This is an optimization exercise on Yosys and OpenROAD, whose aim is small area and a short achievable clock period, not a production implementation. Only simulation tests tie the RTL to the original design; equivalence was not proved. The clock port is modelled as an ideal driver; clocking choices that lean on that would not hold on a real chip. Power figures rest on the tool's default switching activity, not on a simulated workload.

==> run a <==
## torus_mesh
module torus_mesh #(
   parameter flit_type_width = 2,
   parameter flit_data_width = 32,
   parameter vchannels = 1,
   parameter xdim = 3,
   parameter ydim = 3,
   parameter ph_prio_offset = 0,
   parameter ph_prio_width = 4,
   parameter nodes = xdim*ydim,
   parameter flit_width = flit_data_width + flit_type_width
)(
   input                          rst_n,
   input                          clk,
   input  [nodes*flit_width-1:0]  local_in_flit_i,
   input  [nodes*vchannels-1:0]   local_in_valid_i,
   output [nodes*vchannels-1:0]   local_in_ready_o,
   output [nodes*flit_width-1:0]  local_out_flit_o,
   output [nodes*vchannels-1:0]   local_out_valid_o,
   input  [nodes*vchannels-1:0]   local_out_ready_i
);
   wire rst;
   reset rs (.clk(clk), .rst_n(rst_n), .reset_globle(rst));
   wire [5*34-1:0] in_flit   [0:8];
   wire [4:0]      in_valid  [0:8];
   wire [4:0]      in_ready  [0:8];
   wire [5*34-1:0] out_flit  [0:8];
   wire [4:0]      out_valid [0:8];
   wire [4:0]      out_ready [0:8];
   genvar x, y;
   generate
      for (y = 0; y < 3; y = y + 1) begin : row
         for (x = 0; x < 3; x = x + 1) begin : col
            localparam integer n = x + 3*y;
            localparam [4:0] PRESENT = {1'b1, x > 0, y > 0, x < 2, y < 2};
            lisnoc_router #(.PRESENT(PRESENT)) u_router (
               .clk(clk), .rst(rst), .rst_n(rst_n),
               .in_flit(in_flit[n]), .in_valid(in_valid[n]), .in_ready(in_ready[n]),
               .out_flit(out_flit[n]), .out_valid(out_valid[n]), .out_ready(out_ready[n]));
            if (y < 2) begin : gn
               assign in_flit[n][0*34 +: 34] = out_flit[n+3][2*34 +: 34];
               assign in_valid[n][0]         = out_valid[n+3][2];
               assign out_ready[n][0]        = in_ready[n+3][2];
            end else begin : gn
               assign in_flit[n][0*34 +: 34] = 34'd0;
               assign in_valid[n][0]         = 1'b0;
               assign out_ready[n][0]        = 1'b0;
            end
            if (x < 2) begin : ge
  ...
export LEC_CHECK = 0
export CAP_MARGIN = 20
export CORE_MARGIN = 2
export CORE_UTILIZATION = 65
export CTS_CLUSTER_DIAMETER = 50
export CTS_CLUSTER_SIZE = 20
export SETUP_SLACK_MARGIN = 4.6
export SLEW_MARGIN = 60
create_clock -name core_clock -period 8.0 [get_ports {clk}]
run.sh (not shown) runs the stock make flow with config.mk's settings and CLKGATE_MAP_FILE= SYNTH_SCRIPT=/design/flow/synth_recipe.tcl, a recipe that flattens the netlist after the stock synthesis.
==> inputs of run b, as changes to run a <==
==> flow/flow/run.sh (new file) <==
#!/bin/bash
set -euo pipefail
cd "$(dirname "${BASH_SOURCE[0]}")/.."
bash standard.sh \
  "PRE_IO_PLACEMENT_TCL=$PWD/flow/io.tcl" \
  "POST_GLOBAL_PLACE_TCL=$PWD/flow/pinpath.tcl" \
  "CTS_ARGS=-sink_clustering_enable -repair_clock_nets -sink_clustering_size 20 -sink_clustering_max_diameter 50 -dont_use_dummy_load" \
  "BUFFER_PORTS_ARGS=-buffer_cell sky130_fd_sc_hd__buf_2" \
  finish > flow_make.log 2>&1
==> flow/flow/io.tcl (new file) <==
# Sourced before place_pins (PRE_IO_PLACEMENT_TCL): keep each node's
# local_out_ready_i and local_out_valid_o pins next to each other, so the
# combinational path between them stays short.
for {set n 0} {$n < 9} {incr n} {
  set_io_pin_constraint -group -order \
    -pin_names [list "local_out_ready_i\[$n\]" "local_out_valid_o\[$n\]"]
}
==> flow/flow/pinpath.tcl (new file) <==
# Sourced after global placement (POST_GLOBAL_PLACE_TCL). For each node n,
# the path local_out_ready_i[n] -> local_out_valid_o[n] is combinational
# (valid = not-empty and ready). io.tcl keeps those two pins together; this
# moves the cells on that path (the two port buffers and the gate joining
# them) next to the pins, and gives the input buffer's other loads (the
# output FIFO's pop logic) a buffer of their own, so that the input buffer
# drives only the joining gate and that buffer. Detailed placement
# legalizes the moved cells afterwards.
proc pinpath_driver {net} {
  foreach it [$net getITerms] {
    if {[$it isOutputSignal]} { return $it }
  }
  return ""
}
proc pinpath_move {inst x y} {
  set m [$inst getMaster]
  $inst setLocation [expr {$x - [$m getWidth] / 2}] [expr {$y - [$m getHeight] / 2}]
  $inst setPlacementStatus PLACED
}
set pinpath_block [ord::get_db_block]
set pinpath_core [$pinpath_block getCoreArea]
set pinpath_buf [[ord::get_db] findMaster sky130_fd_sc_hd__buf_4]
for {set n 0} {$n < 9} {incr n} {
  set po [$pinpath_block findBTerm "local_out_valid_o\[$n\]"]
  set pi [$pinpath_block findBTerm "local_out_ready_i\[$n\]"]
  if {$po eq "NULL" || $pi eq "NULL"} { continue }
  set bb [[lindex [$po getBPins] 0] getBBox]
  set x [expr {([$bb xMin] + [$bb xMax]) / 2}]
  set y [expr {([$bb yMin] + [$bb yMax]) / 2}]
  # a point inside the core, 10 um in from the pin
  set x [expr {max([$pinpath_core xMin] + 10000, min([$pinpath_core xMax] - 10000, $x))}]
  set y [expr {max([$pinpath_core yMin] + 10000, min([$pinpath_core yMax] - 10000, $y))}]
  # the input port buffer: the one cell on local_out_ready_i's net
  set inet [$pi getNet]
  set ibuf ""
  foreach it [$inet getITerms] { set ibuf [$it getInst] }
  if {$ibuf eq "" || [llength [$inet getITerms]] != 1} { continue }
  set ibufnet ""
  foreach it [$ibuf getITerms] { if {[$it isOutputSignal]} { set ibufnet [$it getNet] } }
  if {$ibufnet eq "" || $ibufnet eq "NULL"} { continue }
  # walk back from the output pin through single-input cells to the gate
  # fed by the input buffer
  set path {}
  set net [$po getNet]
  set gate ""
  for {set i 0} {$i < 8 && $gate eq ""} {incr i} {
    set d [pinpath_driver $net]
    if {$d eq ""} { break }
    set inst [$d getInst]
    lappend path $inst
    set ins {}
    foreach it [$inst getITerms] {
      if {[$it isInputSignal] && [$it getNet] ne "NULL"} { lappend ins $it }
    }
    foreach it $ins {
      if {[$it getNet] eq $ibufnet} { set gate $it }
    }
    if {[llength $ins] != 1} { break }
    set net [[lindex $ins 0] getNet]
  }
  if {$gate eq ""} { continue }
  foreach inst [concat $path [list $ibuf]] {
    puts "pinpath: node $n moves [$inst getName] ([[$inst getMaster] getName])"
    pinpath_move $inst $x $y
  }
  # start the port buffers at a useful size; repair may resize them later
  $ibuf swapMaster [[ord::get_db] findMaster sky130_fd_sc_hd__buf_8]
  [lindex $path 0] swapMaster [[ord::get_db] findMaster sky130_fd_sc_hd__buf_6]
  # On each net of the path (input buffer -> gate -> ... -> output buffer),
  # the loads off the path move to a new buffer of their own.
  set keep [list $gate]
  set nets [list $ibufnet]
  # path holds the cells from the output buffer back to the gate
  for {set i [expr {[llength $path] - 1}]} {$i > 0} {incr i -1} {
    set from [lindex $path $i]
    set to [lindex $path [expr {$i - 1}]]
    foreach it [$from getITerms] {
      if {[$it isOutputSignal]} {
        set pn [$it getNet]
        foreach jt [$to getITerms] {
          if {[$jt isInputSignal] && [$jt getNet] eq $pn} { lappend nets $pn; lappend keep $jt }
        }
      }
    }
  }
  set j 0
  foreach pn $nets kt $keep {
    set others {}
    foreach it [$pn getITerms] {
      if {[$it isInputSignal] && $it ne $kt} { lappend others $it }
    }
    if {[llength $others] == 0} { continue }
    set sb [odb::dbInst_create $pinpath_block $pinpath_buf "pinpath_split_${n}_$j"]
    set sn [odb::dbNet_create $pinpath_block "pinpath_split_net_${n}_$j"]
    foreach it $others { $it disconnect; $it connect $sn }
    [$sb findITerm A] connect $pn
    [$sb findITerm X] connect $sn
    pinpath_move $sb $x $y
    puts "pinpath: node $n splits [llength $others] loads of [$pn getName] to [$sb getName]"
    incr j
  }
}
==> flow/standard.sh (new file) <==
#!/bin/bash
# synth_recipe.tcl (not shown) runs the flow's synth.tcl, then flattens the netlist and writes it again
# the make line also repeats each setting of config.mk as NAME=value (left out here)
make -C /OpenROAD-flow-scripts/flow DESIGN_CONFIG=/design/flow/config.mk WORK_HOME=/design/flow/orfs CLKGATE_MAP_FILE= SYNTH_SCRIPT=/design/flow/synth_recipe.tcl "${@:-finish}"
- SETUP_SLACK_MARGIN: 4.6 -> 4.5
- SLEW_MARGIN: 60 -> 40
removed: flow/run.sh
==> run notes <==
|  | run a | run b |
|---|---|---|
| Run status | no timing/DRC/antenna violations | no timing/DRC/antenna violations |
| Worst slack on hold paths | 0.452 ns | 0.369 ns |
| Leakage | 177 nW | 171 nW |
| Area added between synthesis and finish | 12.2% | 8.55% |
| Worst Reg-to-Reg Cells | 10 | 7 |
| Cell with the largest stage delay on the worst path | buf_8 | a222oi_1 |
| Final Skew | 0.0465 ns | 0.0862 ns |
| Total power | 114 mW | 107 mW |
| Non-Clock Inverter Count | 606 | 604 |
| Met1 Usage GRT | 53.5% | 52.9% |
| Non-Filler Cell Area, Final | 498000 sq um | 482000 sq um |
| Multi-input combinational cell count | 16100 | 16100 |
| Met2 Routed Length | 604000 microns | 599000 microns |
| Placed cell areas | 466000 sq um | 459000 sq um |
| Worst-Skew Late Latency | 1.20 ns | 1.23 ns |
| Relative max-transition margin | 51.0% | 29.9% |
| Global-route track usage on met2 | 56.1% | 55.8% |

==> inputs of v7 <==
torus_mesh again, from the RTL that the note above started with.
Design torus_mesh, start of the top module:
module torus_mesh #(
   parameter flit_type_width = 2,
   parameter flit_data_width = 32,
   parameter vchannels = 1,
   parameter xdim = 3,
   parameter ydim = 3,
   parameter ph_prio_offset = 0,
   parameter ph_prio_width = 4,
   parameter nodes = xdim*ydim,
   parameter flit_width = flit_data_width + flit_type_width
)(
   input                          rst_n,
   input                          clk,
   input  [nodes*flit_width-1:0]  local_in_flit_i,
   input  [nodes*vchannels-1:0]   local_in_valid_i,
   output [nodes*vchannels-1:0]   local_in_ready_o,
   output [nodes*flit_width-1:0]  local_out_flit_o,
   output [nodes*vchannels-1:0]   local_out_valid_o,
   input  [nodes*vchannels-1:0]   local_out_ready_i
);
clock: 8.0 ns
lec_check: 0
cap_margin: 20
core_margin: 2
core_utilization: 65
cts_cluster_diameter: 80
cts_cluster_size: 25
setup_slack_margin: 4.6
slew_margin: 60
standard.sh (not shown) runs the stock make flow with config.mk's settings and CLKGATE_MAP_FILE= SYNTH_SCRIPT=/design/flow/synth_recipe.tcl, a recipe that flattens the netlist after the stock synthesis.
==> flow/flow/run.sh <==
#!/bin/bash
set -euo pipefail
cd "$(dirname "${BASH_SOURCE[0]}")/.."
bash standard.sh \
  "PRE_IO_PLACEMENT_TCL=$PWD/flow/io.tcl" \
  "POST_GLOBAL_PLACE_TCL=$PWD/flow/pinpath.tcl" \
  "CTS_ARGS=-sink_clustering_enable -repair_clock_nets -sink_clustering_size 25 -sink_clustering_max_diameter 80 -dont_use_dummy_load" \
  "BUFFER_PORTS_ARGS=-buffer_cell sky130_fd_sc_hd__buf_2" \
  finish > flow_make.log 2>&1
Other scripts of this flow, unchanged in this note and not shown: flow/flow/io.tcl, flow/flow/pinpath.tcl
==> v38: changes against v7 <==
==> flow/flow/run.sh (replaced) <==
#!/bin/bash
set -euo pipefail
cd "$(dirname "${BASH_SOURCE[0]}")/.."
bash standard.sh \
  "PRE_IO_PLACEMENT_TCL=$PWD/flow/io.tcl" \
  "POST_GLOBAL_PLACE_TCL=$PWD/flow/pinpath.tcl" \
  "CTS_ARGS=-sink_clustering_enable -repair_clock_nets -sink_clustering_size 20 -sink_clustering_max_diameter 50 -dont_use_dummy_load" \
  "BUFFER_PORTS_ARGS=-buffer_cell sky130_fd_sc_hd__buf_2" \
  finish > flow_make.log 2>&1
CTS_CLUSTER_DIAMETER = 50   (was 80)
CTS_CLUSTER_SIZE = 20   (was 25)
==> reports/qor.yml <==
layout:
  nClkBuffers: 808
pwr:
  p_clk_uw: 36000
  power_switching_uw: 22500
  leakagePower_uw: 0.173
route:
  met2_wirelength_mm: 604
clock_network:
  cts_setup_buffers: 39
status:
  status: "complete, no violations"
(the above is from v38)
==> reports/qor.yml <==
status:
  status: "complete, no violations"
sta:
  setup_violations: 0
pwr:
  leakagePower_uw: 0.170
  p_clk_uw: 29800
worst_setup_path:
  critPathRequiredTime_ns: 6.40
synth:
  yosysSeqAreaShare: 0.735
  synth_edf_count: 9792
clock_network:
  cts_setup_buffers: 33
place:
  placed_cells: 39000
layout:
  nClkBuffers: 565
(the above is from v7)

-- what the ideal ports hide --
How much do the figures lean on ideal ports? The routed layouts below were timed once more, with nothing changed but the port constraints.
Step 1 (the two cells are an assumption about what drives the block):
set clk [get_ports {clk}]
set_driving_cell -lib_cell sky130_fd_sc_hd__clkbuf_16 $clk
set_driving_cell -lib_cell sky130_fd_sc_hd__buf_2 [delete_from_list [all_inputs] $clk]
Step 2 adds t to the input delays and takes it off the output delays; t is the mean of the earliest and latest rising clock arrival at the registers after step 1. Input paths then give back, and output paths get back, about the clock's delay inside the block.
a / b / c = no drivers / after step 1 / after step 2; a / b = the first two.
run	shift t [ns]	setup slack, ns	clock arrival spread, ns
run a	1.323	4.458 / 4.239 / 4.239	0.066 / 0.066
run b	1.309	4.386 / 4.289 / 4.386	0.109 / 0.109
v7	1.256	4.455 / 4.303 / 4.437	0.125 / 0.125
v38	1.315	4.410 / 4.248 / 4.438	0.150 / 0.150
After both steps every run listed still meets setup and hold. For run a, which loses most, drivers alone change the setup slack by -0.219 ns; drivers and shift together by -0.219 ns.
